Source: an optimization exercise on an open RTL-to-GDS flow (aim: small area, a short achievable clock period and few clock cycles). Production flows keep margins and buffers that such runs may drop. Function was checked by simulation only, so behaviour that the tests miss may differ from the original. Power figures rest on the tool's default switching activity, not on a simulated workload.

// fpu
module fpu(
    input  logic [31:0] op_A_in,
    input  logic [31:0] op_B_in,
    input  logic clk,
    input  logic reset,
    input  logic start,
    output logic [31:0] data_out,
    output logic [3:0]  status_out,
    output logic done
);
    logic [7:0]  ea, eb, e_l, gt, eq;
    logic [8:0]  d_ab;
    logic [4:0]  sh;
    logic        a_ge_e, e_eq, fa_lt, a_big, s_l, eff_sub, swap_f, big;
    logic [25:0] m_a, m_b, m_l, m_s, m_s_sh, lost_mask;
    logic        sticky;
    logic [26:0] x, y, g, p, gg, pp, sum;
    always_comb begin
        ea   = op_A_in[30:23];
        eb   = op_B_in[30:23];
        m_a  = {|ea, op_A_in[22:0], 2'b00};
        m_b  = {|eb, op_B_in[22:0], 2'b00};
        d_ab = {1'b0, ea} - {1'b0, eb};
        gt = ea & ~eb;
        eq = ~(ea ^ eb);
        for (int l = 0; l < 3; l++)
            for (int i = 0; i < 8; i += 2 << l) begin
                gt[i] = gt[i + (1 << l)] | (eq[i + (1 << l)] & gt[i]);
                eq[i] = eq[i + (1 << l)] & eq[i];
            end
        a_ge_e = gt[0] | eq[0];
        e_eq   = eq[0];
        fa_lt  = op_A_in[22:0] < op_B_in[22:0];
        e_l  = a_ge_e ? ea  : eb;
        m_l  = a_ge_e ? m_a : m_b;
        m_s  = a_ge_e ? m_b : m_a;
        sh   = a_ge_e ? d_ab[4:0] : eb[4:0] - ea[4:0];
        a_big = e_eq ? ~fa_lt : a_ge_e;
        s_l   = a_big ? op_A_in[31] : op_B_in[31];
        eff_sub = op_A_in[31] ^ op_B_in[31];
        swap_f  = eff_sub & e_eq & fa_lt;
        big       = d_ab[8] ? (d_ab[7:0] <= 8'd231) : (d_ab[7:0] >= 8'd25);
        m_s_sh    = big ? 26'd0 : (m_s >> sh);
  ...
Settings: LEC_CHECK=0, ABC_AREA=1, CAP_MARGIN=20, CORE_MARGIN=2, CORE_UTILIZATION=45, GPL_TIMING_DRIVEN=0, SLEW_MARGIN=20; clock period 10.0 ns.
standard.sh (not shown) runs the stock make flow with config.mk's settings and CLKGATE_MAP_FILE= SYNTH_SCRIPT=/design/flow/synth_recipe.tcl, a recipe that flattens the netlist after the stock synthesis.
==> flow/flow/run.sh <==
#!/bin/bash
# The standard layout, with plain buffers (sky130_fd_sc_hd__buf_1) on the
# ports in place of the delay cells that buffer_ports picks by default.
# Timing repair aims at 3.6 ns of setup slack up to clock tree synthesis,
# and at 3.0 ns in the repair after global routing.
set -euo pipefail
export BUFFER_PORTS_ARGS="-buffer_cell sky130_fd_sc_hd__buf_1"
SETUP_SLACK_MARGIN=3.6 bash standard.sh cts > standard_make_to_cts.log 2>&1
SETUP_SLACK_MARGIN=3.0 bash standard.sh > standard_make.log 2>&1
Testbench counts at the start, summed over its fixed seeds: cycles 3,200.
Then changed:
==> flow/flow/run.sh (replaced) <==
#!/bin/bash
# The standard layout, with plain buffers (sky130_fd_sc_hd__buf_1) on the
# ports in place of the delay cells that buffer_ports picks by default.
# Timing repair aims at 3.8 ns of setup slack up to clock tree synthesis,
# and at 3.0 ns in the repair after global routing.
set -euo pipefail
export BUFFER_PORTS_ARGS="-buffer_cell sky130_fd_sc_hd__buf_1"
SETUP_SLACK_MARGIN=3.8 bash standard.sh cts > standard_make_to_cts.log 2>&1
SETUP_SLACK_MARGIN=3.0 bash standard.sh > standard_make.log 2>&1
Effect: Final area is higher by 2.3%; fmax is higher by 3.6%; worst setup slack gains 0.23 ns; clock power stays flat.

========
quartz:
fpu, a different RTL version from the one above (not shown whole).
For scale: about 1600 cells after synthesis, about 100 I/O pins, ~8500 sq um of cells after synthesis.
export LEC_CHECK = 0
export ABC_AREA = 1
export CAP_MARGIN = 20
export CORE_MARGIN = 2
export CORE_UTILIZATION = 45
export GPL_TIMING_DRIVEN = 1
export SLEW_MARGIN = 20
create_clock -name core_clock -period 10.0 [get_ports {clk}]
==> flow/flow/run.sh <==
#!/bin/bash
# The standard layout, with plain buffers (sky130_fd_sc_hd__buf_1) on the
# ports in place of the delay cells that buffer_ports picks by default.
# Timing repair aims at 3.8 ns of setup slack up to clock tree synthesis,
# and at 3.0 ns in the repair after global routing.
set -euo pipefail
export BUFFER_PORTS_ARGS="-buffer_cell sky130_fd_sc_hd__buf_1"
SETUP_SLACK_MARGIN=3.8 bash standard.sh cts > standard_make_to_cts.log 2>&1
SETUP_SLACK_MARGIN=3.0 bash standard.sh > standard_make.log 2>&1
quartz completed; timing, DRC and antenna clean
Testbench counts of quartz, summed over its fixed seeds: cycles 3,200.
Here is what was changed in the inputs of garnet compared with quartz.
# quartz
export LEC_CHECK = 0
export ABC_AREA = 1
export CAP_MARGIN = 20
export CORE_MARGIN = 2
export CORE_UTILIZATION = 45
export GPL_TIMING_DRIVEN = 1
export SLEW_MARGIN = 20
create_clock -name core_clock -period 10.0 [get_ports {clk}]
# garnet
export LEC_CHECK = 0
export ABC_AREA = 1
export CAP_MARGIN = 20
export CORE_MARGIN = 2
export CORE_UTILIZATION = 45
export GPL_TIMING_DRIVEN = 0
export SLEW_MARGIN = 20
create_clock -name core_clock -period 10.0 [get_ports {clk}]
==> comparison <==
- Comparing garnet against quartz, there is no change at all in die span in y.
- Of garnet and quartz, quartz shows the higher post-detailed-routing wire length, with garnet below it.
- Looking at garnet and quartz, the number of sequential cells in the layout is a wash.
- Utilization of the core after routing in garnet is 2.3 points lower than in quartz
- Between garnet and quartz, the difference in worst hold slack is negligible.
- Relative to quartz, the maximum operating frequency of garnet is higher by 1.6 MHz.
- Measured against quartz, the met3 layer wire length in the routed design of garnet comes out at 0.64 times the reference value.
- Compared with quartz, garnet shows a lower number of multi-input logic gates.
- garnet improves on quartz in post-layout minimum cycle time.
- Compared with quartz, garnet improves smallest setup slack after layout.
The inputs of fjord differ from those of garnet as listed below.
--- a/flow/flow/run.sh
+++ b/flow/flow/run.sh
@@ -5 +5 @@
-# and at 3.0 ns in the repair after global routing.
+# and at 3.0 ns after global routing, followed by power recovery.
@@ -9 +9 @@
-SETUP_SLACK_MARGIN=3.0 bash standard.sh > standard_make.log 2>&1
+SETUP_SLACK_MARGIN=3.0 RECOVER_POWER=100 bash standard.sh > standard_make.log 2>&1
Notes after the runs:
Per the comparison of fjord with garnet, met2 wirelength from detailed routing saw little to no change, routed length on met1 neither gained nor lost much, total met3 wirelength after detailed routing grew by 5.7%.
Going from garnet to fjord, proportion of total power due to net switching +0.53 points; global router's overall resource usage now sits at about the same level.
Library cell contributing the largest single delay on the critical path: clkinvlp_2 -> fjord, ha_1 -> garnet
In the tables for garnet and fjord, least setup slack across all paths after layout reads lower with fjord.
In fjord, the iteration count of the initial detailed-routing pass came out 2 above the value in garnet.
In the tables for garnet and fjord, fmax reads higher with garnet.
Total power: fjord better than garnet
#### Input delta (xenon over fjord)
==> flow/flow/run.sh <==
#!/bin/bash
# The standard layout, with plain buffers (sky130_fd_sc_hd__buf_1) on the
# ports in place of the delay cells that buffer_ports picks by default.
# Timing repair aims at 3.6 ns of setup slack up to clock tree synthesis,
# and at 3.0 ns in the repair after global routing.
set -euo pipefail
export BUFFER_PORTS_ARGS="-buffer_cell sky130_fd_sc_hd__buf_1"
SETUP_SLACK_MARGIN=3.6 bash standard.sh cts > standard_make_to_cts.log 2>&1
SETUP_SLACK_MARGIN=3.0 bash standard.sh > standard_make.log 2>&1
Findings:
- Result for xenon and fjord: all clean
- Taking fjord as the reference, in xenon shortest period the worst path allows now smaller; area of the multi-input gates essentially unchanged; sum of internal, switching and leakage power has decreased.
- Between xenon and fjord, the difference in tapcell count is negligible.
- Critical path's slowest cell = ha_1: xenon; critical path's slowest cell = clkinvlp_2: fjord
- NOTE: power share of the clock group in xenon exceeds that of fjord
- xenon vs fjord: maximum frequency up by more than 10%
- Comparing fjord against xenon, there is no change at all in die boundary width.
- Against fjord, final wirelength in xenon came out better.
- The lower number of buffers inserted by post-CTS setup repair of xenon and fjord is in xenon.

static timing again, ports no longer ideal:
The results above use ideal ports. As a check the final layouts listed here were re-extracted and re-timed, cells and wires unchanged. Step 1 (the two cells are an assumption about what drives the block):
set clk [get_ports {clk}]
set_driving_cell -lib_cell sky130_fd_sc_hd__clkbuf_16 $clk
set_driving_cell -lib_cell sky130_fd_sc_hd__buf_2 [delete_from_list [all_inputs] $clk]
Step 2 adds t to the input delays and takes it off the output delays; t is the mean of the earliest and latest rising clock arrival at the registers after step 1. Input paths then give back, and output paths get back, about the clock's delay inside the block. Slacks: no drivers / after step 1 / after step 2; pairs: no drivers / after step 1.
run | t, ns | slack for setup (ns) | worst register clock-pin slew, ns | worst slew at a driven data input, ns | cell pins on the clock port's net
the first run of note 1 | 0.308 | 3.442 / 3.455 / 3.147 | 0.05 / 0.05 | 0.04 | 1
the second run of note 1 | 0.308 | 3.667 / 3.683 / 3.375 | 0.05 / 0.05 | 0.04 | 1
quartz | 0.315 | 3.638 / 3.643 / 3.329 | 0.06 / 0.06 | 0.04 | 1
garnet | 0.314 | 3.704 / 3.676 / 3.400 | 0.06 / 0.06 | 0.04 | 1
fjord | 0.314 | 2.179 / 2.144 / 2.097 | 0.06 / 0.06 | 0.04 | 1
xenon | 0.314 | 3.524 / 3.518 / 3.221 | 0.06 / 0.06 | 0.03 | 1
After both steps setup and hold are still met in every run listed. For quartz, which loses most, drivers alone change the setup slack by +0.005 ns; drivers and shift together by -0.309 ns.
